Source: an optimization exercise on an open RTL-to-GDS flow (aim: small area). Production flows keep margins and buffers that such runs may drop. Only simulation tests tie the RTL to the original design; equivalence was not proved. Power and IR drop assume default switching activity.

File: flow/run.sh
#!/bin/bash
# The standard layout, with our own clock tree synthesis options.
set -euo pipefail
export CTS_ARGS="-sink_clustering_enable -repair_clock_nets -sink_clustering_size 20 -sink_clustering_max_diameter 60 -buf_list sky130_fd_sc_hd__clkbuf_8 -dont_use_dummy_load"
export BUFFER_PORTS_ARGS="-buffer_cell sky130_fd_sc_hd__buf_1"
bash standard.sh > standard.log 2>&1
File: standard.sh
#!/bin/bash
# synth_recipe.tcl (not shown) runs the flow's synth.tcl, then flattens the netlist and writes it again
# the make line also repeats each setting of config.mk as NAME=value (left out here)
make -C /OpenROAD-flow-scripts/flow DESIGN_CONFIG=/design/flow/config.mk WORK_HOME=/design/flow/orfs CLKGATE_MAP_FILE= SYNTH_SCRIPT=/design/flow/synth_recipe.tcl "${@:-finish}"
File: config.mk
export PLATFORM = sky130hd
export DESIGN_NAME = spi_interface
export DESIGN_NICKNAME = spi_interface
export VERILOG_FILES = /design/flow/design.v
export SDC_FILE = /design/flow/constraint.sdc
export NUM_CORES = 8
export LEC_CHECK = 0
export CAP_MARGIN = 20
export CORE_MARGIN = 2
export CORE_UTILIZATION = 65
export SLEW_MARGIN = 20
File: constraint.sdc
create_clock -name core_clock -period 5.0 [get_ports {clk}]
set_input_delay 1.0000 -clock core_clock [delete_from_list [all_inputs] [get_ports {clk}]]
set_output_delay 1.0000 -clock core_clock [all_outputs]
set_load 0.01 [all_outputs]
File: design.v
module spi_interface(
    output reg          mosi,
    input               miso,
    input               clk,
    input               rst,
    output reg          RX_valid,
    output reg [7:0]    output_shift_register,
    input               TX_valid,
    input [7:0]         input_shift_register
);
genvar j, p;
reg       r_in;                                 
reg       r_out;                                
reg [2:0] r_bit;
reg [3:0] r_q;                                  
reg [1:0] r_m;
reg       r_int;                                
reg [6:0] r_des;                                
wire r_k8   = (r_q == 4'd2) & (r_m == 2'd2);
wire r_k40  = (r_q == 4'd13) & (r_m == 2'd1);
wire r_end  = r_k40 | (r_int & r_k8);
wire r_last = r_in & (r_bit == 3'd7) & r_end;
wire r_lo   = (r_q < 4'd7);                     
wire r_ins  = r_in & (r_bit == 3'd7);
wire r_ins_a   = r_ins & r_lo & ~r_int;
wire r_ins_b   = r_ins & ~r_lo;
wire r_ins_int = r_ins & r_int;
wire r_use_a   = r_lo & ~r_int;                 
wire [7:0] r_byte = {r_des, miso};              
reg [20:0] ra [0:7];
reg [20:0] rb [0:7];
wire [7:0] r_tap;
generate
    for (j = 0; j < 8; j = j + 1) begin : rl
        always @(posedge clk) begin
            ra[j] <= {r_ins_a ? r_byte[7-j] : ra[j][0], ra[j][20:1]};
            rb[j] <= {r_ins_b ? r_byte[7-j] : rb[j][0], rb[j][20:18],
                      r_ins_int ? r_byte[7-j] : rb[j][17], rb[j][16:1]};
        end
        reg t;
        always @(*) begin
            case (r_m)
                2'd0: t = r_use_a ? ra[j][15] : rb[j][15];
                2'd1: t = r_use_a ? ra[j][1]  : rb[j][1];
                default: t = r_use_a ? ra[j][8] : rb[j][8];
            endcase
        end
        assign r_tap[7-j] = t;
    end
endgenerate
always @(posedge clk)
    r_des <= {r_des[5:0], miso};
always @(posedge clk) begin
    if (r_in & (r_q == 4'd0) & (r_m == 2'd0) & (r_bit == 3'd1))
        r_int <= miso;
end
always @(posedge clk or posedge rst) begin
    if (rst) begin
        r_in <= 1'b0;
        r_out <= 1'b0;
        RX_valid <= 1'b0;
        output_shift_register <= 8'd0;
    end else begin
        r_in <= r_in ? ~r_last : (~r_out & ~miso);
        r_out <= r_last | (r_out & ~r_end);
        RX_valid <= r_last | r_out;
        if (r_out)
            output_shift_register <= r_tap;
    end
end
wire r_inc = r_out | r_ins;
always @(posedge clk) begin
    if (~(r_in | r_out) | r_last | (r_out & r_end)) begin
        r_bit <= 3'd0;
        r_q <= 4'd0;
        r_m <= 2'd0;
    end else begin
        if (r_in)
            r_bit <= r_bit + 3'd1;
        if (r_inc) begin
            if (r_m == 2'd2) begin
                r_m <= 2'd0;
                r_q <= r_q + 4'd1;
            end else begin
                r_m <= r_m + 2'd1;
            end
        end
    end
end
reg       t_in;                                 
reg       t_out;                                
reg [2:0] t_bit;
reg [3:0] t_q;                                  
reg [1:0] t_m;
wire t_k8   = (t_q == 4'd2) & (t_m == 2'd2);
wire t_k40  = (t_q == 4'd13) & (t_m == 2'd1);
reg [41:0] tr [0:7];
generate
    for (j = 0; j < 8; j = j + 1) begin : tl
        wire d = input_shift_register[7-j];
        always @(posedge clk)
            tr[j] <= {(t_in & (t_m == 2'd2)) ? d : tr[j][0], tr[j][41:36],
                      (t_in & (t_m == 2'd1)) ? d : tr[j][35], tr[j][34:29],
                      (t_in & (t_m == 2'd0)) ? d : tr[j][28], tr[j][27:1]};
    end
endgenerate
reg t_tap;
integer jj;
always @(*) begin
    t_tap = 1'b0;
    for (jj = 0; jj < 8; jj = jj + 1)
        if (t_bit == jj)
            t_tap = t_q[0] ? tr[jj][8 - jj] : tr[jj][29 - jj];
end
wire t_end  = (t_bit == 3'd7) & (t_k40 | (tr[1][0] & t_k8));
always @(posedge clk or posedge rst) begin
    if (rst) begin
        t_in <= 1'b0;
        t_out <= 1'b0;
        mosi <= 1'b1;
    end else begin
        t_in <= t_in ? ~t_k40 : (~t_out & TX_valid);
        t_out <= (t_in & t_k40) | (t_out & ~t_end);
        if (t_out)
            mosi <= t_tap;
        else
            mosi <= ~(t_in | TX_valid);
    end
end
wire t_inc = t_in | (t_bit == 3'd7);
always @(posedge clk) begin
    if (~(t_in | t_out) | (t_in & t_k40) | (t_out & t_end)) begin
        t_bit <= 3'd0;
        t_q <= 4'd0;
        t_m <= 2'd0;
    end else begin
        if (t_out)
            t_bit <= t_bit + 3'd1;
        if (t_inc) begin
            if (t_m == 2'd2) begin
                t_m <= 2'd0;
                t_q <= t_q + 4'd1;
            end else begin
                t_m <= t_m + 2'd1;
            end
        end
    end
end
endmodule
==> flow_summary.toml, run 1 <==
[run_status]
status = "timing/DRC/antenna clean"

[detailed_routing]
drc = 0
wl_um = 20900
wl_per_cell_um = 15.6
dr_total_vias = 6374
drt_iter0_markers = 364
first_pass_iters = 4
vias_per_cell = 4.77
antenna_left = 0

[floorplanning]
top_level_ports = 22
die_h_um = 163
coreArea_mm2 = 0.0250
die_x_um = 163
initial_core_util = 0.657
rows = 58
die-area_mm2 = 0.0265

[cts]
postCtsResizedCells = 0
clk_pin_slew_worst_paths_ps = 110
cts_setup_buffers = 0
tritoncts = "built"
cts_buffers = 41
clkSinkCount = 712
htreeDepth = 2
clk_latency_ps = 560
cts_root_buf = "clkbuf_8"
cts_buffer_depth = 3
cts_hold_buf = 0

[synth]
synth_warnings = 4
yosysUniqueCellTypes = 48
netlist.area_leader.share = 0.851
yosys-top-cells-area = "dfxtp_1 85%, mux2_2 4.0%, dfrtp_1 2.0%"
yosys.area.top_type = "dfxtp_1"
synth_flop_cell = "dfxtp_1"
avgSynthCellArea_um2 = 17.1
synth_async_sr_flop_share = 0.0197
yosysSeqAreaShare = 0.874
synth_fp_nets = 987
synth_edf_count = 1
syn-instance-count = 959
synth_area_mm2 = 0.0164
ys_seq_elements = 712

[setup_path]
cp_cell_sequence = "ha_1, a211oi_4, buf_6, and3_1, mux2_2"
cp_max_fo = 11
critical_path_class = "flop to flop"
crit_path_start_kind = "flop"
rr_worst_depth = 5
slowest_stage = "a211oi_4"
critPathMaxStageDelay_ps = 510
cp.required_ps = 5430
cp-end-kind = "flop"
arrival_ps = 2880

[timing]
worst_clock_skew_ps = 26.3
rsz0062_at_grt = "no"
setup_violations = 0
tns_ps = 0
hold_violations = 0
maxSlewHeadroom = 0.395
fin_crit_ps = 2450
post-route-period-util = 0.489
maxClockFrequency_ghz = 0.409
worst_pin_slew_ps = 903
maxSlewViolCount = 0
finalHoldWorstSlack_ps = 321

[layout]
num-fill-cells = 1680
drive_gt1_frac = 0.107
num_antenna_cells = 0
final_common_cell = "dfxtp_1"
area_growth_pct = 5.96
fin_nets = 1036
final_cell_mix = "697 x dfxtp_1, 58 x mux2_2, 41 x clkbuf_8, 31 x nor2_1, 21 x buf_1"

[power_and_ir_drop]
power_frac_comb = 0.036
switching_share = 0.208
p_clk_frac = 0.245
ir_drop_v = 0.000359
p_int_mw = 7.20
pwr-share-seq = 0.719
p_leak_nw = 7.14
p_per_area_mw_per_mm2 = 523
power.switching_mw = 1.89

[global_routing]
antenna_found_initial = 0
grt_max_degree = 23
grt_pass1_wl_um = 33800
grt_pass1_vias = 6503
grt_util_all_layers = 0.164
grt-ovfl-total = 0

[hold_path]
hold-path-cell-count = 0
hold_class = "flop to flop"

[job]
drv_cap = 0

[placement]
dp_hpwl_um = 12200
routabilityCongestion = 0.791
port_buffers = 21
==> layer usage <==
metal / up-vias / routed length [um] / global-route usage
li1: 3167 / - / -
met1: 3052 / 10300 / 0.233
met3: 53 / 801 / 0.0334
met5: - / 0 / 0
met2: 102 / 9190 / 0.251
met4: 0 / 626 / 0.0615
==> flip-flops by register name (all words and copies together) (netlist names), named ones only <==
signal and cells:
ra 168, r_in 1, r_int 1, t_in 1, r_m 2, t_m 2
rb 168, t_out 1, tr 336, RX_valid 1, t_bit 3, mosi 1
t_q 4, output_shift_register 8, r_q 4, r_bit 3, r_des 7
==> worst max-delay path, delay by kind of cell (launching register included) <==
family	cells	cell delay, ps
buffers and inverters	1	260
and+or+nand+nor	1	480
AOI/OAI and AO/OA	1	510
DFF	1	390
adders and majority gates	1	280
muxes	1	390
==> worst paths after layout <==
| check | startpoint | to | slack, ps |
|---|---|---|---|
| setup reg to reg | r_q[0] | ra[0][20] | 2550 |
| hold reg to reg | rb[5][9] | rb[5][8] | 320 |
| min in group asynchronous | rst | t_out | 560 |
| hold / removal | rb[5][9] | rb[5][8] | 320 |
| max in group asynchronous | rst | asynchronous set/reset pin | 3920 |
| setup / recovery | r_q[0] | ra[0][20] | 2550 |
==> synth_stat cells, types with 4 or more instances <==
master / instances
mux2i_1: 16
xnor2_1: 8
inv_1: 12
nor3_1: 14
nor3b_1: 4
a21oi_1: 16
dfrtp_1: 13
nand2_1: 7
clkbuf_1: 8
ha_1: 16
mux2_2: 58
dfxtp_1: 697
nor2_1: 31
mux4_1: 7
==> layout make-up <==
class                           count  area (um2)  area share
Sequential cell                   712       14300       0.825
Tap cell                          330         413      0.0238
Inverter                           12        45.0     0.00259
Timing Repair Buffer               22        90.1     0.00519
Multi-Input combinational cell    219        1930       0.111
Clock buffer                       41         564      0.0325
==> stage by stage <==
step	worst slack, ps	cell area [um2]	instances	utilization	total power, mW
finish	2550	17400	1336	0.696	9.09
global route	2450	17400	1336	0.696	9.47
CTS	2220	17400	1335	0.695	9.19
detailed placement	2250	16800	1294	0.673	6.99
global placement	2370	16800	1294	0.673	6.96
floorplan	2960	16400	959	-	6.81
==> power groups by stage <==
stage / Sequential, mW / Combinational (mW) / Clock, mW
2_1_floorplan: 6.53 / 0.275 / 0
3_3_place_gp: 6.65 / 0.308 / 0
3_5_place_dp: 6.66 / 0.327 / 0
4_1_cts: 6.55 / 0.330 / 2.32
5_1_grt: 6.60 / 0.363 / 2.50
6_report: 6.53 / 0.327 / 2.23
==> cell families after synthesis <==
kind of cell,after synthesis,share of synthesized area
multiplexers,82,0.0622
AND/OR/NAND/NOR,77,0.0238
adder cells (fa/ha/maj),16,0.0122
XOR/XNOR,8,0.00427
AO/OA/AOI/OAI,36,0.0150
flip-flops,712,0.874
buffers and inverters,28,0.00824
==> inputs of run 2 (changes only) <==
==> flow/run.sh (replaced) <==
#!/bin/bash
# The standard layout, with our own clock tree synthesis options.
set -euo pipefail
export CTS_ARGS="-sink_clustering_enable -repair_clock_nets -sink_clustering_size 18 -sink_clustering_max_diameter 50 -buf_list sky130_fd_sc_hd__buf_6 -dont_use_dummy_load"
export BUFFER_PORTS_ARGS="-buffer_cell sky130_fd_sc_hd__buf_1"
bash standard.sh > standard.log 2>&1
==> run 2 against run 1 <==
Critical path depth stayed put. Via count is 0.49% higher. Sequential power hardly changed. Wire length is 0.31% lower. Global-route usage hardly changed. Design area is 0.27% lower. Non-clock buffer count stayed put. Flip-flop and latch count stayed put. Worst setup slack worse by 24 ps. Power hardly changed. Utilization is 0.19 points lower. Synthesized area stayed put. Critical endpoint unchanged. Largest power group unchanged.
==> flow_summary.toml, run 2 <==
[run_status]
status = "timing/DRC/antenna clean"

[placement]
dp_slack_ps = 2250
placed_cell_area_mm2 = 0.0168
routabilityCongestion = 0.791
numPlacedInstances = 1294
port_buffers = 21
dp_hpwl_um = 12200

[global_routing]
grt_pass1_wl_um = 33900
grt_max_degree = 23
grt_pass1_vias = 6560
grt_util_all_layers = 0.163
antenna_found_initial = 0
grt-ovfl-total = 0

[setup_path]
cp.required_ps = 5360
crit_path_start_kind = "flop"
rr_worst_depth = 5
critical_path_class = "flop to flop"
cp_max_fo = 11
cp-end-kind = "flop"
arrival_ps = 2830
r2r_start = "r_q[0]"
worst-r2r-setup-slack_ps = 2530
regToRegEndpoint = "ra[0][20]"

[layout]
final_cell_mix = "697 x dfxtp_1, 58 x mux2_2, 47 x buf_6, 31 x nor2_1, 21 x buf_1"
fin_nets = 1041
layoutNonFillerInstCount = 1341
final_cell_area_mm2 = 0.0173
drive_gt1_frac = 0.112
num_antenna_cells = 0
largest_reg_flops = 336
final_common_cell = "dfxtp_1"
area_growth_pct = 5.68
reg_top3 = "tr x336, ra x168, rb x168"
utilization = 0.694
regMostFlops = "tr"

[job]
drv_cap = 0

[cts]
cts_setup_buffers = 0
htreeDepth = 2
cts_root_buf = "buf_6"
cts_hold_buf = 0
postCtsResizedCells = 0
tritoncts = "built"
clkSinkCount = 712
cts_buffers = 46
cts_buffer_depth = 3
clk_latency_ps = 540
clk_pin_slew_worst_paths_ps = 110

[power_and_ir_drop]
p_leak_nw = 7.13
p_per_area_mw_per_mm2 = 525
power_mw = 9.09
ir_drop_v = 0.000297

[floorplanning]
coreArea_mm2 = 0.0250
die-area_mm2 = 0.0265
die_h_um = 163
initial_core_util = 0.657
rows = 58
die_x_um = 163
top_level_ports = 22

[synth]
yosysSeqAreaShare = 0.874
synth_warnings = 4
avgSynthCellArea_um2 = 17.1
yosysUniqueCellTypes = 48
syn-instance-count = 959
synth_fp_nets = 987
netlist.area_leader.share = 0.851
ys_seq_elements = 712
yosys-top-cells-area = "dfxtp_1 85%, mux2_2 4.0%, dfrtp_1 2.0%"
yosysMostFrequentCell = "dfxtp_1"
yosys.area.top_type = "dfxtp_1"
synth_async_sr_flop_share = 0.0197
synth_flop_cell = "dfxtp_1"
synth_edf_count = 1
synth_area_mm2 = 0.0164
synth_common_cells = "697 x dfxtp_1, 58 x mux2_2, 31 x nor2_1"

[hold_path]
hold-path-cell-count = 0
whs_endpoint = "tr[3][39]"
hold_class = "flop to flop"
hp-start = "tr[3][40]"

[timing]
maxSlewViolCount = 0
post-route-period-util = 0.494
worst_pin_slew_ps = 918
maxClockFrequency_ghz = 0.405
tns_ps = 0
finalHoldWorstSlack_ps = 275
final.setup.worst_slack_ps = 2530
maxSlewHeadroom = 0.385
setup_violations = 0
worst_clock_skew_ps = 69.1
hold_violations = 0
fin_crit_ps = 2470
rsz0062_at_grt = "no"

[detailed_routing]
first_pass_iters = 4
drt_iter0_markers = 342
drc = 0
wl_per_cell_um = 15.5
antenna_left = 0
vias_per_cell = 4.78
wl_um = 20800
dr_total_vias = 6405
## run 2: cell counts after synthesis
Identical to the previous run, type by type.
## run 2: worst max path at each step
stage | from | end | slack (ps)
5_1_grt | r_q[0] | ra[0][20] | 2410
2_1_floorplan | r_q[0] | output_shift_register[7] | 2960
3_3_place_gp | r_q[0] | ra[0][20] | 2370
3_5_place_dp | r_q[0] | ra[1][20] | 2250
6_report | r_q[0] | ra[0][20] | 2530
4_1_cts | r_q[0] | ra[0][20] | 2180
## run 2: cell families (layout without fill, tap and decap cells)
| family | after synthesis | in the layout | share of synthesized area |
|---|---|---|---|
| DFF | 712 | 712 | 0.874 |
| muxes | 82 | 82 | 0.0622 |
| and+or+nand+nor | 77 | 77 | 0.0238 |
| AOI/OAI and AO/OA | 36 | 36 | 0.0150 |
| buffers and inverters | 28 | 80 | 0.00824 |
| adders and majority gates | 16 | 16 | 0.0122 |
| xor gates and xnor gates | 8 | 8 | 0.00427 |
## run 2: report_power, final
group / total [mW] / switching, mW / internal, mW / leakage [nW]
clock: 2.23 / 1.52 / 0.714 / 0.278
combinational: 0.328 / 0.149 / 0.179 / 0.961
sequential: 6.53 / 0.255 / 6.28 / 5.89
## run 2: critical path, cell delays in order, from the launching register on
cell,delay [ps]
dfxtp_1,380
ha_1,280
a211oi_4,510
buf_6,260
and3_1,480
mux2_2,390
## run 2: layer usage
layer  part of all wire  GRT usage
met5                  0          0
met4              0.032     0.0668
met3              0.037     0.0318
met2               0.44      0.249
met1               0.49      0.233
## run 2: layout make-up
class                           count  area [um2]
Sequential cell                   712       14300
Clock buffer                       46         518
Fill cell                        1695        7640
Inverter                           12        45.0
Timing Repair Buffer               22        90.1
Tap cell                          330         413
Multi-Input combinational cell    219        1930
==> inputs of run 3 (changes only) <==
--- a/config.mk
+++ b/config.mk
@@ -7,5 +7,5 @@
 export LEC_CHECK = 0
 export CAP_MARGIN = 20
 export CORE_MARGIN = 2
-export CORE_UTILIZATION = 65
+export CORE_UTILIZATION = 70
 export SLEW_MARGIN = 20
==> run 3 against run 2 <==
Still clean. Via count fell by 0.45%. Sequential share of layout area increased by 0.065 points. Utilization up 5.0 points. Register-to-register slack about the same. First-iteration DRC count down 4.1%. Clock skew decreased by 7.8 ps. Synthesized cell count unchanged. Critical path type unchanged. Critical endpoint is now output_shift_register[0].
==> flow_summary.toml, run 3 <==
[cts]
htreeDepth = 2
clk_latency_ps = 530
cts_buffers = 46
postCtsResizedCells = 0
clkSinkCount = 712
clk_pin_slew_worst_paths_ps = 110
cts_hold_buf = 0
cts_setup_buffers = 0
tritoncts = "built"
cts_root_buf = "buf_6"
cts_buffer_depth = 3

[timing]
maxClockFrequency_ghz = 0.403
maxSlewViolCount = 0
worst_pin_slew_ps = 908
finalHoldWorstSlack_ps = 301
maxSlewHeadroom = 0.392
post-route-period-util = 0.496
setup_violations = 0
worst_clock_skew_ps = 61.4
final.setup.worst_slack_ps = 2520
tns_ps = 0
rsz0062_at_grt = "no"
fin_crit_ps = 2480
hold_violations = 0

[synth]
avgSynthCellArea_um2 = 17.1
synth_fp_nets = 987
yosysMostFrequentCell = "dfxtp_1"
yosysUniqueCellTypes = 48
synth_async_sr_flop_share = 0.0197
synth_common_cells = "697 x dfxtp_1, 58 x mux2_2, 31 x nor2_1"
netlist.area_leader.share = 0.851
yosys-top-cells-area = "dfxtp_1 85%, mux2_2 4.0%, dfrtp_1 2.0%"
yosysSeqAreaShare = 0.874
ys_seq_elements = 712
syn-instance-count = 959
synth_warnings = 4
synth_area_mm2 = 0.0164
synth_flop_cell = "dfxtp_1"
yosys.area.top_type = "dfxtp_1"
synth_edf_count = 1

[floorplanning]
initial_core_util = 0.705
rows = 56
coreArea_mm2 = 0.0233
die_h_um = 157
die_x_um = 157
top_level_ports = 22
die-area_mm2 = 0.0247

[detailed_routing]
drc = 0
wl_met1_um = 10200
met2_length_um = 9130
wl_per_cell_um = 15.6
vias_per_cell = 4.79
drt_iter0_markers = 328
wl_um = 20800
met3_length_um = 833
dr_total_vias = 6376
first_pass_iters = 4
antenna_left = 0
highest_layer = "met4"

[setup_path]
crit_path_start_kind = "flop"
cp-end-kind = "flop"
arrival_ps = 2840
cp_max_fo = 10
cp.required_ps = 5350
critical_path_class = "flop to flop"

[layout]
reg_top3 = "tr x336, ra x168, rb x168"
largest_reg_flops = 336
drive_gt1_frac = 0.112
regMostFlops = "tr"
final_common_cell = "dfxtp_1"
num_antenna_cells = 0
area_growth_pct = 5.59
final_cell_mix = "697 x dfxtp_1, 58 x mux2_2, 47 x buf_6, 31 x nor2_1, 21 x buf_1"
fin_nets = 1041
utilization = 0.744

[hold_path]
hold_class = "flop to flop"

[power_and_ir_drop]
p_per_area_mw_per_mm2 = 525
p_leak_nw = 7.13
ir_drop_v = 0.000387

[global_routing]
grt_util_all_layers = 0.175
antenna_found_initial = 0
grt_pass1_wl_um = 33400
grt-ovfl-total = 0
grt_max_degree = 23
grt_pass1_vias = 6568

[placement]
routabilityCongestion = 0.829
dp_slack_ps = 2280
port_buffers = 21
dp_hpwl_um = 12500

[job]
drv_cap = 0

[run_status]
status = "timing/DRC/antenna clean"
-- run 3: cell counts after synthesis --
Identical to the previous run, type by type.
-- run 3: cell type report --
type                       count  area (um2)
clock buffer                  46         518
fill                        1440        5950
inverter                      12        45.0
multi-input combinational    219        1930
sequential                   712       14300
tap                          319         399
timing repair buffer          22        90.1
-- run 3: worst max-delay path, stage by stage, from the launching register on --
cell      delay, ps
dfxtp_1         390
ha_1            290
a211oi_4        590
buf_6           250
mux4_1          570
mux2i_1         140
a21oi_1         100
-- run 3: power breakdown --
group / switching (mW) / total, mW / internal [mW]
sequential: 0.254 / 6.53 / 6.28
clock: 1.52 / 2.23 / 0.715
combinational: 0.153 / 0.334 / 0.181
-- run 3: kinds of logic (layout without fill, tap and decap cells) --
family / count (synthesis) / count (layout) / share of synthesized area
flops: 712 / 712 / 0.874
mux: 82 / 82 / 0.0622
simple gates: 77 / 77 / 0.0238
compound gates: 36 / 36 / 0.0150
buf+inv: 28 / 80 / 0.00824
fa+ha+maj: 16 / 16 / 0.0122
xor+xnor: 8 / 8 / 0.00427
-- run 3: through the flow --
step / total power [mW] / area, um2 / cells
2_1_floorplan: 6.81 / 16400 / 959
3_3_place_gp: 6.95 / 16800 / 1283
3_5_place_dp: 7.00 / 16800 / 1283
4_1_cts: 9.18 / 17300 / 1329
5_1_grt: 9.48 / 17300 / 1330
6_report: 9.10 / 17300 / 1330
-- run 3: path summary, 6_finish.rpt --
path / endpoint / cells past startpoint / slack (ps) / from
min reg2reg: ra[0][4] / 0 / 300 / ra[0][5]
max: output_shift_register[0] / 6 / 2520 / r_q[0]
min: ra[0][4] / 0 / 300 / ra[0][5]
min in group asynchronous: output_shift_register[6] / 2 / 550 / rst
max reg2reg: output_shift_register[0] / 6 / 2520 / r_q[0]
max in group asynchronous: RX_valid / 2 / 3920 / rst
-- run 3: per-layer routing --
metal  up-vias  track usage
li1       3189            -
met1      3027        0.245
met2       112        0.269
met3        48       0.0383
met4         0       0.0693
met5         -            0
==> inputs of run 4 (changes only) <==
--- a/config.mk
+++ b/config.mk
@@ -7,5 +7,7 @@
 export LEC_CHECK = 0
 export CAP_MARGIN = 20
 export CORE_MARGIN = 2
-export CORE_UTILIZATION = 70
+export CORE_UTILIZATION = 65
+export GPL_ROUTABILITY_DRIVEN = 0
+export GPL_TIMING_DRIVEN = 0
 export SLEW_MARGIN = 20
==> run 4 against run 3 <==
Still clean. Via count increased by 0.74%. Worst hold slack gained 11 ps. Design area up 0.53%. Combinational power increased by about 20%. Critical path type unchanged. Largest cell class unchanged.
==> flow_summary.toml, run 4 <==
[cts]
postCtsResizedCells = 0
cts_setup_buffers = 0
clk_pin_slew_worst_paths_ps = 110
cts_buffer_depth = 3
cts_hold_buf = 0
clk_latency_ps = 520
htreeDepth = 2
tritoncts = "built"
clkSinkCount = 712
cts_buffers = 46
cts_root_buf = "buf_6"

[timing]
hold_violations = 0
maxSlewViolCount = 0
maxClockFrequency_ghz = 0.394
worst_pin_slew_ps = 1080
post-route-period-util = 0.507
rsz0062_at_grt = "no"
maxSlewHeadroom = 0.277
setup_violations = 0
finalHoldWorstSlack_ps = 312
worst_clock_skew_ps = 33.3
fin_crit_ps = 2540
tns_ps = 0

[layout]
num_antenna_cells = 0
largest_reg_flops = 336
area_growth_pct = 6.16
layoutNonFillerInstCount = 1356
regMostFlops = "tr"
num-fill-cells = 1651
final_cell_mix = "697 x dfxtp_1, 58 x mux2_2, 49 x buf_6, 31 x nor2_1, 22 x buf_1"
fin_nets = 1056
reg_top3 = "tr x336, ra x168, rb x168"
final_common_cell = "dfxtp_1"
drive_gt1_frac = 0.116
utilization = 0.697

[synth]
ys_seq_elements = 712
synth_warnings = 4
syn-instance-count = 959
synth_common_cells = "697 x dfxtp_1, 58 x mux2_2, 31 x nor2_1"
synth_flop_cell = "dfxtp_1"
synth_area_mm2 = 0.0164
yosysMostFrequentCell = "dfxtp_1"
synth_fp_nets = 987
synth_edf_count = 1
yosys.area.top_type = "dfxtp_1"
avgSynthCellArea_um2 = 17.1
synth_async_sr_flop_share = 0.0197
yosysUniqueCellTypes = 48
netlist.area_leader.share = 0.851
yosysSeqAreaShare = 0.874
yosys-top-cells-area = "dfxtp_1 85%, mux2_2 4.0%, dfrtp_1 2.0%"

[power_and_ir_drop]
p_leak_nw = 7.16
ir_drop_v = 0.000366
power_mw = 9.12
p_per_area_mw_per_mm2 = 524

[floorplanning]
top_level_ports = 22
die-area_mm2 = 0.0265
die_x_um = 163
coreArea_mm2 = 0.0250
rows = 58
initial_core_util = 0.657
die_h_um = 163

[setup_path]
critical_path_class = "flop to flop"
cp_max_fo = 10
crit_path_start_kind = "flop"
cp-end-kind = "flop"
cp_cell_sequence = "ha_1, a211oi_4, buf_6, and3_1, buf_4, mux2_2"
critPathMaxStageDelay_ps = 700
slowest_stage = "a211oi_4"
arrival_ps = 2940
cp.required_ps = 5410

[run_status]
status = "timing/DRC/antenna clean"

[detailed_routing]
drt_iter0_markers = 422
vias_per_cell = 4.74
antenna_left = 0
met3_length_um = 941
first_pass_iters = 4
wl_met1_um = 9940
wl_um = 21000
met2_length_um = 9520
drc = 0
dr_total_vias = 6423
highest_layer = "met4"
wl_per_cell_um = 15.5

[placement]
dp_hpwl_um = 12400
port_buffers = 21
numPlacedInstances = 1310

[job]
drv_cap = 0

[global_routing]
grt_max_degree = 19
grt_pass1_vias = 6764
grt_pass1_wl_um = 34100
antenna_found_initial = 0
grt-ovfl-total = 0
grt_util_all_layers = 0.166

[hold_path]
hold_class = "flop to flop"
## run 4: per-stage QoR
step	area [um2]	worst slack [ps]
after floorplan	16400	2960
after CTS	17400	2400
after global routing	17400	2330
after detailed placement	16900	2410
after global placement	16900	2480
final	17400	2460
## run 4: per-layer routing
layer / vias up / GRT usage
met5: - / 0
met4: 0 / 0.0688
met2: 126 / 0.265
met1: 3028 / 0.224
met3: 48 / 0.0313
li1: 3221 / -
## run 4: worst paths after layout
kind,startpoint,to,slack [ps],cells past startpoint
worst max-delay path,r_q[0],ra[3][20],2460,6
worst min-delay path,rb[0][14],rb[0][13],310,0
worst max register to register,r_q[0],ra[3][20],2460,6
worst min register to register,rb[0][14],rb[0][13],310,0
max in group asynchronous,rst,RX_valid,4010,2
min in group asynchronous,rst,t_in,520,2
## run 4: layout make-up
| cell class | instances | area [um2] | area share |
|---|---|---|---|
| plain buffers | 16 | 90.1 | 0.00518 |
| multi-input cells | 219 | 1930 | 0.111 |
| repair buffers | 21 | 78.8 | 0.00453 |
| flip-flops and latches | 712 | 14300 | 0.824 |
| inverters | 12 | 45.0 | 0.00259 |
| clock buffers | 46 | 518 | 0.0298 |
| well taps | 330 | 413 | 0.0237 |
## run 4: worst max-delay path, delay by kind of cell, from the launching register on
family / cells / cell delay [ps]
fa+ha+maj: 1 / 280
compound gates: 1 / 700
flops: 1 / 380
simple gates: 1 / 190
mux: 1 / 370
buf+inv: 2 / 500
## run 4: kinds of logic (layout without fill, tap and decap cells)
group | after synthesis | in the layout | synth area share
muxes | 82 | 82 | 0.0622
DFF | 712 | 712 | 0.874
buffers and inverters | 28 | 95 | 0.00824
adders and majority gates | 16 | 16 | 0.0122
AOI/OAI and AO/OA | 36 | 36 | 0.0150
xor gates and xnor gates | 8 | 8 | 0.00427
and+or+nand+nor | 77 | 77 | 0.0238
## run 4: power breakdown
group	leakage (nW)	total (mW)	switching (mW)	internal, mW
Sequential	5.89	6.47	0.196	6.28
Clock	0.278	2.24	1.53	0.715
Combinational	1.00	0.400	0.210	0.191
==> inputs of run 5 (changes only) <==
--- a/config.mk
+++ b/config.mk
@@ -7,7 +7,6 @@
 export LEC_CHECK = 0
 export CAP_MARGIN = 20
 export CORE_MARGIN = 2
-export CORE_UTILIZATION = 65
-export GPL_ROUTABILITY_DRIVEN = 0
-export GPL_TIMING_DRIVEN = 0
+export CORE_UTILIZATION = 75
+export PLACE_DENSITY = 0.8
 export SLEW_MARGIN = 20
==> run 5 against run 4 <==
Still clean. Die area decreased by 13%. Global-route usage increased by 2.1 points. Worst setup slack improved by 240 ps. Combinational power decreased by 19%. First-iteration DRC count decreased by 43%. Via count decreased by 1.0%. Critical path depth unchanged. Largest cell class unchanged.
==> flow_summary.toml, run 5 <==
[run_status]
status = "timing/DRC/antenna clean"

[timing]
hold_violations = 0
rsz0062_at_grt = "no"
setup_violations = 0
final.setup.worst_slack_ps = 2700
tns_ps = 0
maxSlewViolCount = 0
worst_pin_slew_ps = 919
post-route-period-util = 0.459
fin_crit_ps = 2300
maxClockFrequency_ghz = 0.436
maxSlewHeadroom = 0.385
finalHoldWorstSlack_ps = 301
worst_clock_skew_ps = 50.4

[job]
drv_cap = 0

[synth]
synth_fp_nets = 987
yosys-top-cells-area = "dfxtp_1 85%, mux2_2 4.0%, dfrtp_1 2.0%"
synth_edf_count = 1
syn-instance-count = 959
synth_area_mm2 = 0.0164
yosys.area.top_type = "dfxtp_1"
ys_seq_elements = 712
yosysMostFrequentCell = "dfxtp_1"
synth_async_sr_flop_share = 0.0197
synth_common_cells = "697 x dfxtp_1, 58 x mux2_2, 31 x nor2_1"
synth_warnings = 4
avgSynthCellArea_um2 = 17.1
yosysSeqAreaShare = 0.874
yosysUniqueCellTypes = 48
synth_flop_cell = "dfxtp_1"
netlist.area_leader.share = 0.851

[power_and_ir_drop]
ir_drop_v = 0.000361
p_leak_nw = 7.12
power_mw = 9.07
p_per_area_mw_per_mm2 = 526

[setup_path]
critical_path_class = "flop to flop"
cp-end-kind = "flop"
cp.required_ps = 5370
crit_path_start_kind = "flop"
cp_max_fo = 11
arrival_ps = 2670

[floorplanning]
die-area_mm2 = 0.0231
die_h_um = 152
coreArea_mm2 = 0.0216
initial_core_util = 0.758
rows = 54
die_x_um = 152
top_level_ports = 22

[layout]
utilization = 0.798
regMostFlops = "tr"
num-fill-cells = 1147
reg_top3 = "tr x336, ra x168, rb x168"
largest_reg_flops = 336
final_common_cell = "dfxtp_1"
layoutNonFillerInstCount = 1290
final_cell_mix = "697 x dfxtp_1, 58 x mux2_2, 46 x buf_6, 31 x nor2_1, 21 x buf_1"
num_antenna_cells = 0
final_cell_area_mm2 = 0.0173
area_growth_pct = 5.23
drive_gt1_frac = 0.111
fin_nets = 1040

[global_routing]
grt_pass1_vias = 6617
grt_pass1_wl_um = 33900
antenna_found_initial = 0
grt-ovfl-total = 0
grt_max_degree = 23
grt_util_all_layers = 0.187

[placement]
placed_cell_area_mm2 = 0.0167
dp_slack_ps = 2350
routabilityCongestion = 0.781
port_buffers = 21
numPlacedInstances = 1244
dp_hpwl_um = 12800

[cts]
htreeDepth = 2
cts_root_buf = "buf_6"
clk_latency_ps = 540
postCtsResizedCells = 0
cts_buffers = 45
tritoncts = "built"
clkSinkCount = 712
cts_setup_buffers = 0
cts_hold_buf = 0
clk_pin_slew_worst_paths_ps = 110
cts_buffer_depth = 3

[detailed_routing]
first_pass_iters = 4
antenna_left = 0
wl_um = 21000
dr_total_vias = 6356
drt_iter0_markers = 242
drc = 0
vias_per_cell = 4.93
wl_per_cell_um = 16.3

[hold_path]
hold_class = "flop to flop"
## run 5: cell counts after synthesis
No cell type changed its count.
## run 5: cells by family after synthesis
kind of cell               after synthesis  synth area share
adders and majority gates               16            0.0122
muxes                                   82            0.0622
buffers and inverters                   28           0.00824
and+or+nand+nor                         77            0.0238
DFF                                    712             0.874
AOI/OAI and AO/OA                       36            0.0150
xor gates and xnor gates                 8           0.00427
## run 5: layout make-up
type / instances / area (um2) / share of cell area
Tap cell: 280 / 350 / 0.0203
Sequential cell: 712 / 14300 / 0.831
Timing Repair Buffer: 22 / 90.1 / 0.00522
Inverter: 12 / 45.0 / 0.00261
Clock buffer: 45 / 507 / 0.0294
Multi-Input combinational cell: 219 / 1930 / 0.112
## run 5: final timing paths
check | start | to | slack, ps | cells past startpoint
worst max register to register | r_q[0] | output_shift_register[6] | 2700 | 6
worst max-delay path | r_q[0] | output_shift_register[6] | 2700 | 6
max in group asynchronous | rst | asynchronous set/reset pin | 3870 | 2
min in group asynchronous | rst | t_out | 580 | 2
worst min-delay path | rb[5][3] | rb[5][2] | 300 | 0
worst min register to register | rb[5][3] | rb[5][2] | 300 | 0
## run 5: worst max-delay path, cell delays in order (launching register included)
cell and delay (ps):
dfxtp_1 380, ha_1 270, a211oi_4 480, buf_6 260, mux4_1 560, mux2i_1 140, a21oi_1 90
## run 5: per-layer routing
layer / global-route usage / up-vias / share of wire
met3: 0.0351 / 39 / 0.037
met4: 0.0699 / 0 / 0.024
met1: 0.273 / 3013 / 0.50
li1: - / 3195 / -
met2: 0.284 / 109 / 0.44
met5: 0 / - / 0
## run 5: power breakdown
| part | switching [mW] | leakage [nW] | internal (mW) | total [mW] |
|---|---|---|---|---|
| Combinational | 0.147 | 0.961 | 0.178 | 0.326 |
| Clock | 1.51 | 0.272 | 0.700 | 2.21 |
| Sequential | 0.258 | 5.89 | 6.28 | 6.54 |
==> inputs of run 6 (changes only) <==
--- a/config.mk
+++ b/config.mk
@@ -5,6 +5,7 @@
 export SDC_FILE = /design/flow/constraint.sdc
 export NUM_CORES = 8
 export LEC_CHECK = 0
+export ABC_AREA = 1
 export CAP_MARGIN = 20
 export CORE_MARGIN = 2
 export CORE_UTILIZATION = 75
==> run 6 against run 5 <==
Still clean. Clock power hardly changed. Synthesized cell count rose by 15%. Via count grew 11%. Clock-buffer cell count did not move. Combinational power is 21% higher. Flip-flop and latch count stayed put. Non-clock buffer count decreased by 1. Wire length is 3.5% higher. Global-route usage grew 1.1 points. Critical path depth shrank 5. Critical endpoint is now mosi. Largest power group unchanged. Highest routed layer unchanged.
==> flow_summary.toml, run 6 <==
[layout]
fin_nets = 1185
reg_top3 = "tr x336, ra x168, rb x168"
regMostFlops = "tr"
final_common_cell = "dfxtp_1"
drive_gt1_frac = 0.0554
num-fill-cells = 1098
largest_reg_flops = 336
final_cell_mix = "697 x dfxtp_1, 90 x nand2_1, 64 x nor2_1, 64 x o21ai_0, 46 x inv_1"
utilization = 0.810
area_growth_pct = 5.21

[detailed_routing]
antenna_left = 0
vias_per_cell = 4.91
drt_iter0_markers = 379
wl_um = 21700
wl_per_cell_um = 15.2
first_pass_iters = 5
drc = 0
dr_total_vias = 7028

[timing]
maxClockFrequency_ghz = 0.459
maxSlewViolCount = 0
worst_pin_slew_ps = 793
post-route-period-util = 0.436
maxSlewHeadroom = 0.471
final.setup.worst_slack_ps = 2820
fin_crit_ps = 2180
worst_clock_skew_ps = 41.4
finalHoldWorstSlack_ps = 293
tns_ps = 0
setup_violations = 0
hold_violations = 0
rsz0062_at_grt = "no"

[setup_path]
r2r_start = "r_q[0]"
regToRegEndpoint = "ra[5][20]"
critPathBufInv = 1
cp.required_ps = 4000
cpLargestDelayFamily = "flip-flops"
critical_path_class = "flop to output port"
slowest_stage = "dfstp_2"
cp_cell_sequence = "buf_1"
arrival_ps = 1180
rr_worst_depth = 7
critPathMaxStageDelay_ps = 540
worst-r2r-setup-slack_ps = 3060
cp-end-kind = "output port"
crit_path_start_kind = "flop"
cp_max_fo = 1

[floorplanning]
initial_core_util = 0.770
coreArea_mm2 = 0.0212
die_x_um = 151
die_h_um = 151
die-area_mm2 = 0.0229
rows = 53
top_level_ports = 22

[power_and_ir_drop]
p_per_area_mw_per_mm2 = 583
p_leak_nw = 7.14
ir_drop_v = 0.000452

[synth]
avgSynthCellArea_um2 = 14.8
synth_common_cells = "697 x dfxtp_1, 90 x nand2_1, 64 x nor2_1, 64 x o21ai_0, 46 x inv_1"
synth_area_mm2 = 0.0163
yosysMostFrequentCell = "dfxtp_1"
yosys-top-cells-area = "dfxtp_1 86%, nand2_1 2.1%, dfrtp_1 2.0%"
netlist.area_leader.share = 0.856
synth_edf_count = 1
synth_flop_cell = "dfxtp_1"
syn-instance-count = 1103
yosys.area.top_type = "dfxtp_1"
synth_async_sr_flop_share = 0.0197
yosysUniqueCellTypes = 39
synth_warnings = 4
synth_fp_nets = 1131
yosysSeqAreaShare = 0.880
ys_seq_elements = 712

[global_routing]
grt_max_degree = 26
grt_pass1_vias = 7005
antenna_found_initial = 2
grt-ovfl-total = 0
grt_pass1_wl_um = 34600
grt_util_all_layers = 0.198

[hold_path]
whs_endpoint = "rb[7][13]"
hold-path-cell-count = 0
hp-start = "rb[7][14]"
hold_class = "flop to flop"

[cts]
htreeDepth = 2
clk_latency_ps = 520
clk_pin_slew_worst_paths_ps = 110
postCtsResizedCells = 0
cts_hold_buf = 0
clkSinkCount = 712
cts_buffers = 45
cts_setup_buffers = 0
cts_buffer_depth = 3
tritoncts = "built"
cts_root_buf = "buf_6"

[placement]
routabilityCongestion = 0.767
dp_hpwl_um = 13800
dp_slack_ps = 3120
port_buffers = 21

[run_status]
status = "timing/DRC/antenna clean"

[job]
drv_cap = 0
run 6: worst max-delay path by stage:
stage	startpoint	to	slack, ps	cells past startpoint
2_1_floorplan	r_bit[0]	r_q[3]	3460	10
3_3_place_gp	r_q[0]	ra[1][20]	3250	7
3_5_place_dp	r_q[0]	ra[1][20]	3120	7
4_1_cts	mosi	mosi	2770	1
5_1_grt	mosi	mosi	2750	1
6_report	mosi	mosi	2820	1
run 6: final cells by class:
type / instances / area [um2] / share of cell area
multi-input combinational: 326 / 1680 / 0.0980
timing repair buffer: 21 / 78.8 / 0.00460
sequential: 712 / 14300 / 0.836
clock buffer: 45 / 507 / 0.0296
antenna: 1 / 2.50 / 0.000146
tap: 275 / 344 / 0.0201
inverter: 51 / 195 / 0.0114
run 6: metrics by stage:
stage	instances	instance area [um2]	power, mW
global route	1430	17100	10.4
CTS	1430	17100	10.1
detailed placement	1385	16600	7.92
global placement	1385	16600	7.82
floorplan	1103	16300	7.61
finish	1431	17100	9.99
run 6: power by group:
group          switching, mW  leakage (nW)  internal, mW
clock network           1.50         0.272         0.700
registers              0.415          5.96          6.98
logic                  0.267         0.906         0.127
total                   2.18          7.14          7.81
run 6: per-layer routing:
layer,vias up,track usage,wire [um]
met5,-,0,0
met4,0,0.0752,488
met3,42,0.0419,927
met2,131,0.307,9770
met1,3307,0.279,10600
li1,3548,-,-
run 6: cell families (layout without fill, tap and decap cells):
group	count (synthesis)	count (layout)	synth area share
flops	712	712	0.880
xor+xnor	5	5	0.00269
fa+ha+maj	16	16	0.0123
simple gates	182	182	0.0455
buf+inv	65	117	0.0171
compound gates	123	123	0.0426
other cells	0	1	0
==> inputs of run 7 (changes only) <==
==> flow/run.sh (replaced) <==
#!/bin/bash
# The standard layout, with our own clock tree synthesis options.
set -euo pipefail
export CTS_ARGS="-sink_clustering_enable -repair_clock_nets -sink_clustering_size 20 -sink_clustering_max_diameter 40 -buf_list sky130_fd_sc_hd__buf_6 -dont_use_dummy_load"
export BUFFER_PORTS_ARGS="-buffer_cell sky130_fd_sc_hd__buf_1"
bash standard.sh > standard.log 2>&1
==> run 7 against run 6 <==
Synthesized area unchanged. Power increased by 0.61%. Via count increased by 0.57%. Die area unchanged. Worst hold slack improved by 0.85 ps. Still clean on timing, DRC and antenna. Final cell count increased by 0.28%. Utilization increased by 0.17 points. Combinational power about the same. Sequential share of layout area decreased by 0.18 points. Largest cell class unchanged. Critical endpoint unchanged. Clock power increased by 3%.
==> flow_summary.toml, run 7 <==
[run_status]
status = "timing/DRC/antenna clean"

[power_and_ir_drop]
switching_share = 0.218
power_mw = 10.1
p_int_mw = 7.86
p_per_area_mw_per_mm2 = 585
p_leak_nw = 7.16
ir_drop_v = 0.000453
pwr-share-seq = 0.736
p_clk_frac = 0.225
power_frac_comb = 0.039
power.switching_mw = 2.20

[synth]
syn-instance-count = 1103
synth_flop_cell = "dfxtp_1"
synth_warnings = 4
ys_seq_elements = 712
synth_async_sr_flop_share = 0.0197
synth_edf_count = 1
yosysUniqueCellTypes = 39
synth_fp_nets = 1131
synth_top_family_by_area = "simple AND/OR/NAND/NOR gates"
synthAdderAreaFrac = 0.0123
synth-compound-area-share = 0.0426
synth_common_cells = "697 x dfxtp_1, 90 x nand2_1, 64 x nor2_1, 64 x o21ai_0, 46 x inv_1"
synth_xor_area_frac = 0.00269
synthSimpleGateAreaFrac = 0.0455
netlist.area_leader.share = 0.856
yosys-top-cells-area = "dfxtp_1 86%, nand2_1 2.1%, dfrtp_1 2.0%"
synth.area.mux_share = 0
yosys.area.top_type = "dfxtp_1"
synth_area_mm2 = 0.0163
avgSynthCellArea_um2 = 14.8
yosysSeqAreaShare = 0.880
yosysMostFrequentCell = "dfxtp_1"

[cts]
cts_root_buf = "buf_6"
cts_hold_buf = 0
cts_buffer_depth = 3
clkSinkCount = 712
clk_pin_slew_worst_paths_ps = 110
htreeDepth = 2
tritoncts = "built"
cts_setup_buffers = 0
clk_latency_ps = 540
postCtsResizedCells = 0
cts_buffers = 48

[floorplanning]
coreArea_mm2 = 0.0212
initial_core_util = 0.770
die_x_um = 151
top_level_ports = 22
die_h_um = 151
die-area_mm2 = 0.0229
rows = 53

[hold_path]
hold-path-cell-count = 0
hold_class = "flop to flop"

[setup_path]
crit_path_start_kind = "flop"
cpLargestDelayFamily = "flip-flops"
cp.required_ps = 4000
arrival_ps = 1210
critPathMaxStageDelay_ps = 540
slowest_stage = "dfstp_2"
cp-end-kind = "output port"
rr_worst_depth = 7
cp_max_fo = 1
crit_cells = 1
cp_cell_sequence = "buf_1"
critical_path_class = "flop to output port"
critPathBufInv = 1

[job]
drv_cap = 0

[timing]
worst_clock_skew_ps = 49.2
maxSlewHeadroom = 0.470
tns_ps = 0
hold_violations = 0
post-route-period-util = 0.441
maxSlewViolCount = 0
setup_violations = 0
worst_pin_slew_ps = 794
maxClockFrequency_ghz = 0.453
fin_crit_ps = 2210
finalHoldWorstSlack_ps = 294
rsz0062_at_grt = "no"

[layout]
fin_nets = 1188
final_cell_mix = "697 x dfxtp_1, 90 x nand2_1, 64 x nor2_1, 64 x o21ai_0, 48 x buf_6"
largest_reg_flops = 336
regMostFlops = "tr"
reg_top3 = "tr x336, ra x168, rb x168"
final_common_cell = "dfxtp_1"
area_growth_pct = 5.43
drive_gt1_frac = 0.0579

[global_routing]
grt_util_all_layers = 0.200
grt_max_degree = 26
grt_pass1_wl_um = 34800
grt_pass1_vias = 7022
antenna_found_initial = 1
grt-ovfl-total = 0

[detailed_routing]
antenna_left = 0
wl_um = 21900
first_pass_iters = 5
wl_per_cell_um = 15.3
drt_iter0_markers = 345
drc = 0
vias_per_cell = 4.93
dr_total_vias = 7068

[placement]
dp_hpwl_um = 13800
routabilityCongestion = 0.767
port_buffers = 21
[run 7: cell counts after synthesis]
Identical to the previous run, type by type.
[run 7: per-stage QoR]
stage               std cells  instance area, um2  worst slack [ps]   util
floorplan                1103               16300              3460      -
global placement         1385               16600              3250  0.786
detailed placement       1385               16600              3120  0.786
CTS                      1433               17200              2760  0.812
global route             1433               17200              2730  0.812
finish                   1435               17200              2790  0.812
[run 7: cell families after synthesis]
logic type / after synthesis
adders and majority gates: 16
xor gates and xnor gates: 5
DFF: 712
AOI/OAI and AO/OA: 123
buffers and inverters: 65
and+or+nand+nor: 182
[run 7: metal layers]
layer	vias to the layer above	wire length [um]	track usage
met4	0	474	0.0752
met3	42	970	0.0431
met5	-	0	0
met2	145	9980	0.315
met1	3313	10500	0.277
li1	3568	-	-
[run 7: cell type report]
type                    instances  area, um2
well taps                     275        344
multi-input cells             326       1680
fillers                      1083       3980
clock buffers                  48        541
repair buffers                 21       78.8
inverters                      51        195
diodes                          2       5.00
flip-flops and latches        712      14300
[run 7: power by group through the flow]
stage	clock (mW)	sequential [mW]	combinational (mW)
final	2.26	7.40	0.392
after global routing	2.52	7.52	0.465
after CTS	2.33	7.42	0.395
after detailed placement	0	7.53	0.391
after global placement	0	7.45	0.373
after floorplan	0	7.31	0.298
[run 7: final timing paths]
path	start	endpoint	slack (ps)
max	mosi	mosi	2790
min	ra[3][20]	ra[3][19]	290
max in group asynchronous	rst	output_shift_register[6]	3840
min reg2reg	ra[3][20]	ra[3][19]	290
min in group asynchronous	rst	output_shift_register[0]	610
max reg2reg	r_q[0]	ra[5][20]	3050
==> inputs of run 8 (changes only) <==
==> flow/run.sh (replaced) <==
#!/bin/bash
# The standard layout, with our own clock tree synthesis options.
set -euo pipefail
export CTS_ARGS="-sink_clustering_enable -repair_clock_nets -sink_clustering_size 22 -sink_clustering_max_diameter 40 -buf_list sky130_fd_sc_hd__clkbuf_8 -dont_use_dummy_load"
export BUFFER_PORTS_ARGS="-buffer_cell sky130_fd_sc_hd__buf_1"
bash standard.sh > standard.log 2>&1
==> run 8 against run 7 <==
Combinational power hardly changed. Sequential share of layout area is 0.60 points lower. Clock power is 5% higher. Non-clock buffer count stayed put. Design area is 0.73% higher. Via count is 0.71% higher. Sequential power hardly changed. Highest routed layer unchanged. Global-route usage is 0.28 points higher. Worst setup slack worse by 12 ps. Clock skew is 21 ps higher. Maximum frequency is 0.56% lower. Utilization is 0.59 points higher.
==> flow_summary.toml, run 8 <==
[run_status]
status = "timing/DRC/antenna clean"

[detailed_routing]
drt_iter0_markers = 358
first_pass_iters = 4
dr_total_vias = 7118
vias_per_cell = 4.95
antenna_left = 0
wl_um = 22400
wl_per_cell_um = 15.6
drc = 0

[global_routing]
grt_util_all_layers = 0.203
grt_max_degree = 26
grt_pass1_vias = 7069
grt_pass1_wl_um = 35300
grt-ovfl-total = 0
antenna_found_initial = 1

[synth]
avgSynthCellArea_um2 = 14.8
synth_flop_cell = "dfxtp_1"
synth_xor_area_frac = 0.00269
yosys-top-cells-area = "dfxtp_1 86%, nand2_1 2.1%, dfrtp_1 2.0%"
synth-compound-area-share = 0.0426
synth_warnings = 4
synthSimpleGateAreaFrac = 0.0455
synth_edf_count = 1
yosysMostFrequentCell = "dfxtp_1"
ys_seq_elements = 712
synth_common_cells = "697 x dfxtp_1, 90 x nand2_1, 64 x nor2_1, 64 x o21ai_0, 46 x inv_1"
synth_top_family_by_area = "simple AND/OR/NAND/NOR gates"
synth_async_sr_flop_share = 0.0197
synth.area.mux_share = 0
yosysSeqAreaShare = 0.880
yosys.area.top_type = "dfxtp_1"
synth_area_mm2 = 0.0163
syn-instance-count = 1103
netlist.area_leader.share = 0.856
yosysUniqueCellTypes = 39
synthAdderAreaFrac = 0.0123
synth_fp_nets = 1131

[timing]
fin_crit_ps = 2220
setup_violations = 0
tns_ps = 0
final.setup.worst_slack_ps = 2780
worst_clock_skew_ps = 70.5
worst_pin_slew_ps = 787
finalHoldWorstSlack_ps = 258
maxSlewHeadroom = 0.475
rsz0062_at_grt = "no"
maxClockFrequency_ghz = 0.451
post-route-period-util = 0.444
hold_violations = 0
maxSlewViolCount = 0

[floorplanning]
initial_core_util = 0.770
die_x_um = 151
coreArea_mm2 = 0.0212
top_level_ports = 22
die_h_um = 151
rows = 53
die-area_mm2 = 0.0229

[cts]
clk_pin_slew_worst_paths_ps = 120
tritoncts = "built"
cts_buffers = 48
clk_latency_ps = 600
clkSinkCount = 712
cts_setup_buffers = 0
cts_root_buf = "clkbuf_8"
cts_buffer_depth = 3
cts_hold_buf = 0
postCtsResizedCells = 0
htreeDepth = 2

[setup_path]
cp.required_ps = 4000
critPathMaxStageDelay_ps = 540
cpLargestDelayFamily = "flip-flops"
cp-end-kind = "output port"
slowest_stage = "dfstp_2"
crit_path_start_kind = "flop"
cp_max_fo = 1
cp_cell_sequence = "buf_1"
critPathBufInv = 1
arrival_ps = 1220
critical_path_class = "flop to output port"

[layout]
fin_nets = 1188
drive_gt1_frac = 0.0579
reg_top3 = "tr x336, ra x168, rb x168"
num-fill-cells = 1050
final_cell_area_mm2 = 0.0173
final_common_cell = "dfxtp_1"
final_cell_mix = "697 x dfxtp_1, 90 x nand2_1, 64 x nor2_1, 64 x o21ai_0, 48 x clkbuf_8"
largest_reg_flops = 336
regMostFlops = "tr"
area_growth_pct = 6.20

[placement]
dp_hpwl_um = 13800
routabilityCongestion = 0.767
placed_cell_area_mm2 = 0.0166
dp_slack_ps = 3120
port_buffers = 21

[hold_path]
hold_class = "flop to flop"

[power_and_ir_drop]
p_leak_nw = 7.21
p_per_area_mw_per_mm2 = 588
ir_drop_v = 0.000449

[job]
drv_cap = 0
## run 8: cell count changes in the layout (fill, tap and decap cells not counted)
cell / delta
clkbuf_8: +48
buf_6: -48
diode_2: +2
## run 8: cells by family after synthesis
family,Yosys count
AO/OA/AOI/OAI,123
XOR/XNOR,5
adder cells (fa/ha/maj),16
buffers and inverters,65
flip-flops,712
AND/OR/NAND/NOR,182
## run 8: metal layers
metal / track usage / up-vias / routed length (um)
li1: - / 3559 / -
met1: 0.282 / 3351 / 10700
met2: 0.321 / 153 / 10100
met3: 0.0386 / 55 / 947
met4: 0.0790 / 0 / 608
met5: 0 / - / 0
## run 8: final cells by class
class / count / area (um2) / share of cell area
Sequential cell: 712 / 14300 / 0.828
Multi-Input combinational cell: 326 / 1680 / 0.0971
Clock buffer: 48 / 661 / 0.0382
Tap cell: 275 / 344 / 0.0199
Inverter: 51 / 195 / 0.0113
Timing Repair Buffer: 21 / 78.8 / 0.00456
Antenna cell: 4 / 10.0 / 0.000578
## run 8: worst paths after layout
| kind | endpoint | depth (start not counted) | start | slack (ps) |
|---|---|---|---|---|
| max in group asynchronous | output_shift_register[6] | 2 | rst | 3900 |
| worst min register to register | tr[1][5] | 0 | tr[1][6] | 260 |
| worst min-delay path | tr[1][5] | 0 | tr[1][6] | 260 |
| worst max register to register | ra[5][20] | 7 | r_q[1] | 3040 |
| worst max-delay path | mosi | 1 | mosi | 2780 |
| min in group asynchronous | output_shift_register[3] | 2 | rst | 550 |
## run 8: per-stage QoR
stage	utilization	instances	power (mW)
4_1_cts	0.818	1433	10.3
6_report	0.818	1437	10.2
3_5_place_dp	0.786	1385	7.92
5_1_grt	0.818	1433	10.6
2_1_floorplan	-	1103	7.61
3_3_place_gp	0.786	1385	7.82
## run 8: power by group
| part | leakage, nW | internal [mW] | switching, mW |
|---|---|---|---|
| sequential | 5.96 | 6.98 | 0.421 |
| clock | 0.345 | 0.864 | 1.52 |
| combinational | 0.906 | 0.127 | 0.265 |
| total | 7.21 | 7.98 | 2.20 |
==> inputs of run 9 (changes only) <==
==> flow/run.sh (replaced) <==
#!/bin/bash
# The standard layout, with our own clock tree synthesis options.
set -euo pipefail
export CTS_ARGS="-sink_clustering_enable -repair_clock_nets -sink_clustering_size 19 -sink_clustering_max_diameter 50 -buf_list sky130_fd_sc_hd__buf_6 -dont_use_dummy_load"
export BUFFER_PORTS_ARGS="-buffer_cell sky130_fd_sc_hd__buf_1"
bash standard.sh > standard.log 2>&1
==> run 9 against run 8 <==
Still clean. Maximum frequency increased by 0.34%. Sequential power about the same. First-iteration DRC count grew 1.1%. Non-clock buffer count stayed put. Synthesized area did not move. Synthesized cell count unchanged. Via count decreased by 1.9%. Highest routed layer unchanged.
==> flow_summary.toml, run 9 <==
[synth]
ys_seq_elements = 712
synth_top_family_by_area = "simple AND/OR/NAND/NOR gates"
synth_async_sr_flop_share = 0.0197
synth_xor_area_frac = 0.00269
synthAdderAreaFrac = 0.0123
synth_flop_cell = "dfxtp_1"
yosysMostFrequentCell = "dfxtp_1"
yosysUniqueCellTypes = 39
yosys-top-cells-area = "dfxtp_1 86%, nand2_1 2.1%, dfrtp_1 2.0%"
synth_fp_nets = 1131
synth-compound-area-share = 0.0426
synth_warnings = 4
avgSynthCellArea_um2 = 14.8
netlist.area_leader.share = 0.856
synth.area.mux_share = 0
syn-instance-count = 1103
synth_area_mm2 = 0.0163
synth_edf_count = 1
synth_common_cells = "697 x dfxtp_1, 90 x nand2_1, 64 x nor2_1, 64 x o21ai_0, 46 x inv_1"
synthSimpleGateAreaFrac = 0.0455
yosys.area.top_type = "dfxtp_1"
yosysSeqAreaShare = 0.880

[timing]
maxSlewViolCount = 0
setup_violations = 0
hold_violations = 0
worst_pin_slew_ps = 796
worst_clock_skew_ps = 33.8
tns_ps = 0
maxSlewHeadroom = 0.469
post-route-period-util = 0.442
fin_crit_ps = 2210
rsz0062_at_grt = "no"
maxClockFrequency_ghz = 0.452

[setup_path]
cp_max_fo = 1
slowest_stage = "dfstp_2"
critPathMaxStageDelay_ps = 550
crit_path_start_kind = "flop"
worst-r2r-setup-slack_ps = 3070
cp.required_ps = 4000
cp_cell_sequence = "buf_1"
arrival_ps = 1210
cpLargestDelayFamily = "flip-flops"
cp-end-kind = "output port"
critPathBufInv = 1
critical_path_class = "flop to output port"

[global_routing]
grt_pass1_wl_um = 34400
grt_util_all_layers = 0.197
grt-ovfl-total = 0
antenna_found_initial = 1
grt_pass1_vias = 6949
grt_max_degree = 26

[cts]
clk_pin_slew_worst_paths_ps = 120
htreeDepth = 2
postCtsResizedCells = 0
tritoncts = "built"
clkSinkCount = 712
cts_buffers = 43
cts_setup_buffers = 0
cts_hold_buf = 0
clk_latency_ps = 510
cts_root_buf = "buf_6"
cts_buffer_depth = 3

[layout]
fin_nets = 1183
layoutNonFillerInstCount = 1428
area_growth_pct = 5.05
final_cell_mix = "697 x dfxtp_1, 90 x nand2_1, 64 x nor2_1, 64 x o21ai_0, 46 x inv_1"
drive_gt1_frac = 0.0538
largest_reg_flops = 336
regMostFlops = "tr"
reg_top3 = "tr x336, ra x168, rb x168"
num-fill-cells = 1100
num_antenna_cells = 0
final_common_cell = "dfxtp_1"

[detailed_routing]
wl_um = 21700
vias_per_cell = 4.89
antenna_left = 0
first_pass_iters = 5
drc = 0
wl_per_cell_um = 15.2
dr_total_vias = 6984
drt_iter0_markers = 362

[placement]
dp_hpwl_um = 13800
numPlacedInstances = 1385
routabilityCongestion = 0.767
port_buffers = 21

[hold_path]
hold_class = "flop to flop"

[job]
drv_cap = 0

[floorplanning]
die_h_um = 151
coreArea_mm2 = 0.0212
initial_core_util = 0.770
die-area_mm2 = 0.0229
rows = 53
top_level_ports = 22
die_x_um = 151

[power_and_ir_drop]
p_per_area_mw_per_mm2 = 582
p_leak_nw = 7.13
power_mw = 9.96
ir_drop_v = 0.000421

[run_status]
status = "timing/DRC/antenna clean"
==> run 9: logic make-up after synthesis <==
family | after synthesis
xor+xnor | 5
fa+ha+maj | 16
buf+inv | 65
simple gates | 182
flops | 712
compound gates | 123
==> run 9: layout make-up <==
class / count / area, um2 / area share
clock buffer: 43 / 484 / 0.0283
inverter: 51 / 195 / 0.0114
multi-input combinational: 326 / 1680 / 0.0982
sequential: 712 / 14300 / 0.837
tap: 275 / 344 / 0.0201
timing repair buffer: 21 / 78.8 / 0.00460
==> run 9: final timing paths <==
path,depth (start not counted),end,from
setup / recovery,1,mosi,mosi
hold / removal,0,tr[0][24],tr[0][25]
setup reg to reg,7,ra[5][20],r_q[0]
hold reg to reg,0,tr[0][24],tr[0][25]
max in group asynchronous,2,r_in,rst
min in group asynchronous,2,t_out,rst
==> run 9: report_power, final <==
part / switching (mW) / internal (mW)
clock network: 1.50 / 0.671
registers: 0.413 / 6.98
logic: 0.266 / 0.127
==> run 9: per-layer routing <==
metal	GRT usage	routed length (um)	up-vias
li1	-	-	3546
met1	0.279	10600	3259
met2	0.307	9720	130
met3	0.0392	950	49
met4	0.0738	520	0
met5	0	0	-
==> run 9: metrics by stage <==
step            util  hold WS [ps]  instance area, um2  setup WS (ps)
3_3_place_gp   0.786           310               16600           3250
4_1_cts        0.809           305               17100           2750
2_1_floorplan      -           310               16300           3460
6_report       0.809           305               17100           2790
5_1_grt        0.809           306               17100           2720
3_5_place_dp   0.786           312               16600           3120
==> inputs of run 10 (changes only) <==
==> flow/run.sh (replaced) <==
#!/bin/bash
# The standard layout, with our own clock tree synthesis options.
set -euo pipefail
export CTS_ARGS="-sink_clustering_enable -repair_clock_nets -sink_clustering_size 12 -sink_clustering_max_diameter 40 -buf_list sky130_fd_sc_hd__buf_4 -dont_use_dummy_load"
export BUFFER_PORTS_ARGS="-buffer_cell sky130_fd_sc_hd__buf_1"
bash standard.sh > standard.log 2>&1
==> run 10 against run 9 <==
Via count is 2.4% higher. Synthesized area unchanged. Clock power up 3%. Wire length is 1.9% higher. Clock skew grew 28 ps. Clock-buffer cell count up 27. Die area did not move. Sequential share of layout area is 0.23 points lower.
==> flow_summary.toml, run 10 <==
[timing]
worst_clock_skew_ps = 61.5
post-route-period-util = 0.449
tns_ps = 0
finalHoldWorstSlack_ps = 282
hold_violations = 0
maxSlewHeadroom = 0.473
fin_crit_ps = 2250
maxSlewViolCount = 0
setup_violations = 0
rsz0062_at_grt = "no"
final.setup.worst_slack_ps = 2750
maxClockFrequency_ghz = 0.445
worst_pin_slew_ps = 789

[floorplanning]
die_x_um = 151
rows = 53
coreArea_mm2 = 0.0212
die-area_mm2 = 0.0229
die_h_um = 151
initial_core_util = 0.770
top_level_ports = 22

[cts]
cts_buffer_depth = 3
cts_buffers = 70
clk_pin_slew_worst_paths_ps = 100
postCtsResizedCells = 0
cts_setup_buffers = 0
clkSinkCount = 712
cts_hold_buf = 0
tritoncts = "built"
cts_root_buf = "buf_4"
htreeDepth = 3
clk_latency_ps = 600

[synth]
yosysSeqAreaShare = 0.880
ys_seq_elements = 712
synth_warnings = 4
syn-instance-count = 1103
synth_common_cells = "697 x dfxtp_1, 90 x nand2_1, 64 x nor2_1, 64 x o21ai_0, 46 x inv_1"
yosysMostFrequentCell = "dfxtp_1"
synth_edf_count = 1
synth_area_mm2 = 0.0163
synth_flop_cell = "dfxtp_1"
netlist.area_leader.share = 0.856
avgSynthCellArea_um2 = 14.8
yosysUniqueCellTypes = 39
yosys.area.top_type = "dfxtp_1"
synth_async_sr_flop_share = 0.0197
yosys-top-cells-area = "dfxtp_1 86%, nand2_1 2.1%, dfrtp_1 2.0%"
synth_fp_nets = 1131

[global_routing]
grt_pass1_wl_um = 35200
grt_util_met2 = 0.313
gr-usage-met1 = 0.278
grt-ovfl-total = 0
grt_pass1_vias = 7205
antenna_found_initial = 2
top_usage_layer = "met2"
grt_util_all_layers = 0.204
use_met3 = 0.0554
grt_max_degree = 26

[detailed_routing]
drc = 0
wl_per_cell_um = 15.2
first_pass_iters = 4
dr_total_vias = 7154
antenna_left = 0
vias_per_cell = 4.91
drt_iter0_markers = 394
wl_um = 22100

[placement]
dp_slack_ps = 3120
port_buffers = 21
routabilityCongestion = 0.767
placed_cell_area_mm2 = 0.0166
numPlacedInstances = 1385
dp_hpwl_um = 13800

[setup_path]
critPathMaxStageDelay_ps = 540
cpLargestDelayFamily = "flip-flops"
crit_start = "mosi"
arrival_ps = 1250
critical_path_class = "flop to output port"
cp_cell_sequence = "buf_1"
cp_max_fo = 1
r2r_start = "r_q[0]"
critPathBufInv = 1
slowest_stage = "dfstp_2"
crit_path_start_kind = "flop"
cp.required_ps = 4000
cp-end-kind = "output port"

[layout]
layoutNonFillerInstCount = 1457
drive_gt1_frac = 0.0754
largest_reg_flops = 336
final_common_cell = "dfxtp_1"
final_cell_area_mm2 = 0.0172
final_cell_mix = "697 x dfxtp_1, 90 x nand2_1, 70 x buf_4, 64 x nor2_1, 64 x o21ai_0"
utilization = 0.811
area_growth_pct = 5.34
multi_input_area_mm2 = 0.00168
regMostFlops = "tr"
fin_nets = 1210
regArea_mm2 = 0.0143
num-fill-cells = 1114
reg_top3 = "tr x336, ra x168, rb x168"

[power_and_ir_drop]
ir_drop_v = 0.000417
power_mw = 10.0
p_per_area_mw_per_mm2 = 584
p_leak_nw = 7.20

[job]
drv_cap = 0

[run_status]
status = "timing/DRC/antenna clean"

[hold_path]
hp-start = "tr[1][17]"
hold_class = "flop to flop"
==> run 10: cell count changes in the layout (fill, tap and decap cells not counted) <==
cell,delta
buf_4,+70
buf_6,-43
diode_2,+2
==> run 10: area by class of cell <==
class	count	share of cell area
multi-input combinational	326	0.0979
antenna	2	0.000292
tap	275	0.0200
timing repair buffer	21	0.00459
clock buffer	70	0.0306
sequential	712	0.835
inverter	51	0.0114
==> run 10: kinds of logic (layout without fill, tap and decap cells) <==
family,count (synthesis),count (layout),synth area share
AOI/OAI and AO/OA,123,123,0.0426
xor gates and xnor gates,5,5,0.00269
adders and majority gates,16,16,0.0123
buffers and inverters,65,142,0.0171
DFF,712,712,0.880
other,0,2,0
and+or+nand+nor,182,182,0.0455
==> run 10: routing by layer <==
metal	wire length [um]	share of wire
met1	10600	0.48
met2	10000	0.45
met3	968	0.044
met4	505	0.023
met5	0	0
==> run 10: power by group <==
part | internal [mW] | switching [mW] | total, mW
registers | 6.98 | 0.413 | 7.40
logic | 0.127 | 0.265 | 0.392
clock network | 0.715 | 1.51 | 2.23
==> run 10: path summary, 6_finish.rpt <==
| check | to | slack, ps | cells past startpoint |
|---|---|---|---|
| setup / recovery | mosi | 2750 | 1 |
| hold / removal | tr[1][16] | 280 | 0 |
| setup reg to reg | ra[1][20] | 3050 | 7 |
| hold reg to reg | tr[1][16] | 280 | 0 |
| max in group asynchronous | t_out | 3900 | 2 |
| min in group asynchronous | output_shift_register[5] | 560 | 2 |

## what the ideal ports hide
How much do the figures lean on ideal ports? The routed layouts below were timed once more, with nothing changed but the port constraints.
Step 1 assumes that a clkbuf_16 drives the clock port and a buf_2 every other input.
Step 2 also shifts input and output timing later by t, the mid clock arrival at the registers, as if the neighbouring blocks saw the same clock.
Slacks: no drivers / after step 1 / after step 2; pairs: no drivers / after step 1.
run | shift t [ns] | setup slack, ns | worst setup path at the end | worst slew at a driven data input, ns
run 1 | 0.595 | 2.553 / 2.553 / 2.553 | register to register | 0.03
run 2 | 0.544 | 2.529 / 2.529 / 2.529 | register to register | 0.04
run 3 | 0.541 | 2.519 / 2.519 / 2.519 | register to register | 0.03
run 4 | 0.554 | 2.464 / 2.464 / 2.464 | register to register | 0.03
run 5 | 0.556 | 2.705 / 2.699 / 2.705 | register to register | 0.04
run 6 | 0.547 | 2.821 / 2.778 / 3.060 | register to register | 0.05
run 7 | 0.556 | 2.793 / 2.749 / 3.045 | register to register | 0.05
run 8 | 0.603 | 2.781 / 2.739 / 3.040 | register to register | 0.05
run 9 | 0.540 | 2.788 / 2.743 / 3.067 | register to register | 0.05
run 10 | 0.615 | 2.753 / 2.710 / 3.047 | register to register | 0.05
After both steps every run listed still meets setup and hold.
